Background: an optimization exercise with open tools, aiming at small area, a short achievable clock period and few clock cycles. Do not read the settings as production practice.
Only simulation tests tie the RTL to the original design; equivalence was not proved.
Power is estimated from default activity; no workload was simulated.

// ysyx_22050612_divider
module ysyx_22050612_divider(
	input clk,
	input rst,
	input div_valid,
	input flush,
	input divw,
	input div_signed,
	input [63:0]dividend,
	input [63:0]divisor,
	output div_ready,
	output out_valid,
	output [63:0]quotient,
	output [63:0]remainder
);
Size: ~410 flip-flops.
Settings: LEC_CHECK=0, CAP_MARGIN=20, CORE_MARGIN=2, CORE_UTILIZATION=40, SLEW_MARGIN=20; clock period 10.0 ns.
standard.sh (not shown) runs the stock make flow with config.mk's settings and CLKGATE_MAP_FILE= SYNTH_SCRIPT=/design/flow/synth_recipe.tcl, a recipe that flattens the netlist after the stock synthesis.
==> flow/flow/run.sh <==
#!/bin/bash
set -euo pipefail
export SETUP_SLACK_MARGIN=6.5
bash standard.sh > standard.log 2>&1
The first run passed the timing, DRC and antenna checks.
Testbench counts at the start, summed over its fixed seeds: cycles 3,811.
Then changed:
==> flow/run.sh (new file) <==
#!/bin/bash
# synth_recipe.tcl (not shown) runs the flow's synth.tcl, then flattens the netlist and writes it again
# the make line also repeats each setting of config.mk as NAME=value (left out here)
make -C /OpenROAD-flow-scripts/flow DESIGN_CONFIG=/design/flow/config.mk WORK_HOME=/design/flow/orfs CLKGATE_MAP_FILE= SYNTH_SCRIPT=/design/flow/synth_recipe.tcl finish
Settings changed: SETUP_SLACK_MARGIN set to 5.
removed: flow/flow/run.sh
removed: flow/standard.sh
Non-clock buffer count shrinks by 399; flip-flop and latch count is unchanged; total power went down by 12%; maximum frequency goes up by 0.38%; count of clock-buffer cells in the layout goes down by 6; global-route usage is lower by 4.0 points; design area is lower by 14%; core utilization shrinks by 7.4 points; clock power climbs by about 4%.


## wip/violet
ysyx_22050612_divider, a different RTL version from the one above (not shown whole).
For scale: about 4700 cells after synthesis, roughly 420 flip-flops, about 40000 um^2 of cells after synthesis.
==> flow/config.mk <==
export PLATFORM = sky130hd
export DESIGN_NAME = ysyx_22050612_divider
export DESIGN_NICKNAME = ysyx_22050612_divider
export VERILOG_FILES = /design/flow/design.v
export SDC_FILE = /design/flow/constraint.sdc
export NUM_CORES = 4
export LEC_CHECK = 0
export CAP_MARGIN = 20
export CORE_MARGIN = 2
export CORE_UTILIZATION = 40
export PLACE_DENSITY = 0.8
export SETUP_SLACK_MARGIN = 5
export SLEW_MARGIN = 20
==> flow/constraint.sdc <==
create_clock -name core_clock -period 10.0 [get_ports {clk}]
set_input_delay 2.0000 -clock core_clock [delete_from_list [all_inputs] [get_ports {clk}]]
set_output_delay 2.0000 -clock core_clock [all_outputs]
set_load 0.01 [all_outputs]
run.sh (not shown) runs the stock make flow with config.mk's settings and CLKGATE_MAP_FILE= SYNTH_SCRIPT=/design/flow/synth_recipe.tcl, a recipe that flattens the netlist after the stock synthesis.
Stock flow here: none of the scripts above is used.
Testbench counts of wip/violet, summed over its fixed seeds: cycles 3,812.
For wip/raven, these inputs were changed with respect to wip/violet:
- SETUP_SLACK_MARGIN: 5 -> unset
- PLACE_DENSITY: 0.8 -> unset
==> flow/flow/run.sh (new file) <==
#!/bin/bash
set -euo pipefail
export SETUP_SLACK_MARGIN=5.95
bash standard.sh > standard.log 2>&1
==> flow/standard.sh (new file) <==
#!/bin/bash
# synth_recipe.tcl (not shown) runs the flow's synth.tcl, then flattens the netlist and writes it again
# the make line also repeats each setting of config.mk as NAME=value (left out here)
make -C /OpenROAD-flow-scripts/flow DESIGN_CONFIG=/design/flow/config.mk WORK_HOME=/design/flow/orfs CLKGATE_MAP_FILE= SYNTH_SCRIPT=/design/flow/synth_recipe.tcl "${@:-finish}"
removed: flow/run.sh
==> comparison <==
wip/violet finished every step from synthesis to the final layout, and the layout passed the timing, DRC and antenna checks.
wip/raven: done, clean on timing, DRC and antenna
Relative to wip/violet, routed wire length increased by 19% in wip/raven.
Across both runs, number of global-route vias before repair was higher for wip/raven than for wip/violet.
In the reports for wip/raven and wip/violet, the larger worst setup slack belongs to wip/raven.
Inputs modified between wip/raven and wip/amber:
==> flow/flow/run.sh <==
#!/bin/bash
set -euo pipefail
export SETUP_SLACK_MARGIN=5.5
bash standard.sh > standard.log 2>&1
## What came out
Every stage of the flow completed for wip/amber, and the final layout passed the timing, DRC and antenna checks. Diff wip/raven -> wip/amber: total wirelength of the detailed-routed design decreased by 17000 um relative to the old numbers, combinational share of power decreased by 7.7 points relative to the old numbers, detailed-router iteration count before antenna repair down 2. Re length in cells of the worst reg-to-reg path: wip/raven was higher than wip/amber. Compared with wip/raven, in wip/amber post-route fraction of the period consumed by the critical path +0.90 points, cell total after placement ~0 delta, post-route cell area -about 12%. Delta (wip/amber minus wip/raven): overall global routing resource usage went down 2.6 points, total power divided by cell area -25 nW/um^2.

-- port drivers added, routing unchanged --
The results above use ideal ports. As a check the final layouts listed here were re-extracted and re-timed, cells and wires unchanged. Step 1 sets driving cells, clkbuf_16 on the clock port and buf_2 on the other inputs (assumed; they add their load-dependent delay and slew). Step 2, shift: input delay + t, output delay - t, t = (earliest + latest rising clock arrival at the registers) / 2. This alone moves slack from input paths to output paths. Slacks: ideal ports / drivers / drivers and shift; pairs: ideal ports / drivers.
| run | shift t [ns] | slack for setup (ns) | clock arrival spread, ns | worst data-port slew with drivers (ns) |
|---|---|---|---|---|
| the first run of note 1 | 0.699 | 4.910 / 4.910 / 4.637 | 0.029 / 0.029 | 0.19 |
| the second run of note 1 | 0.724 | 4.929 / 4.929 / 4.421 | 0.041 / 0.041 | 0.11 |
| wip/violet | 0.680 | 4.928 / 4.928 / 4.605 | 0.020 / 0.019 | 0.12 |
| wip/raven | 0.691 | 5.630 / 5.630 / 5.388 | 0.035 / 0.035 | 0.09 |
| wip/amber | 0.694 | 5.540 / 5.490 / 4.917 | 0.043 / 0.042 | 0.10 |
After both steps setup and hold are still met in every run listed. The setup slack of wip/amber, which loses most, moves by -0.050 ns with the drivers and by -0.623 ns with both steps.
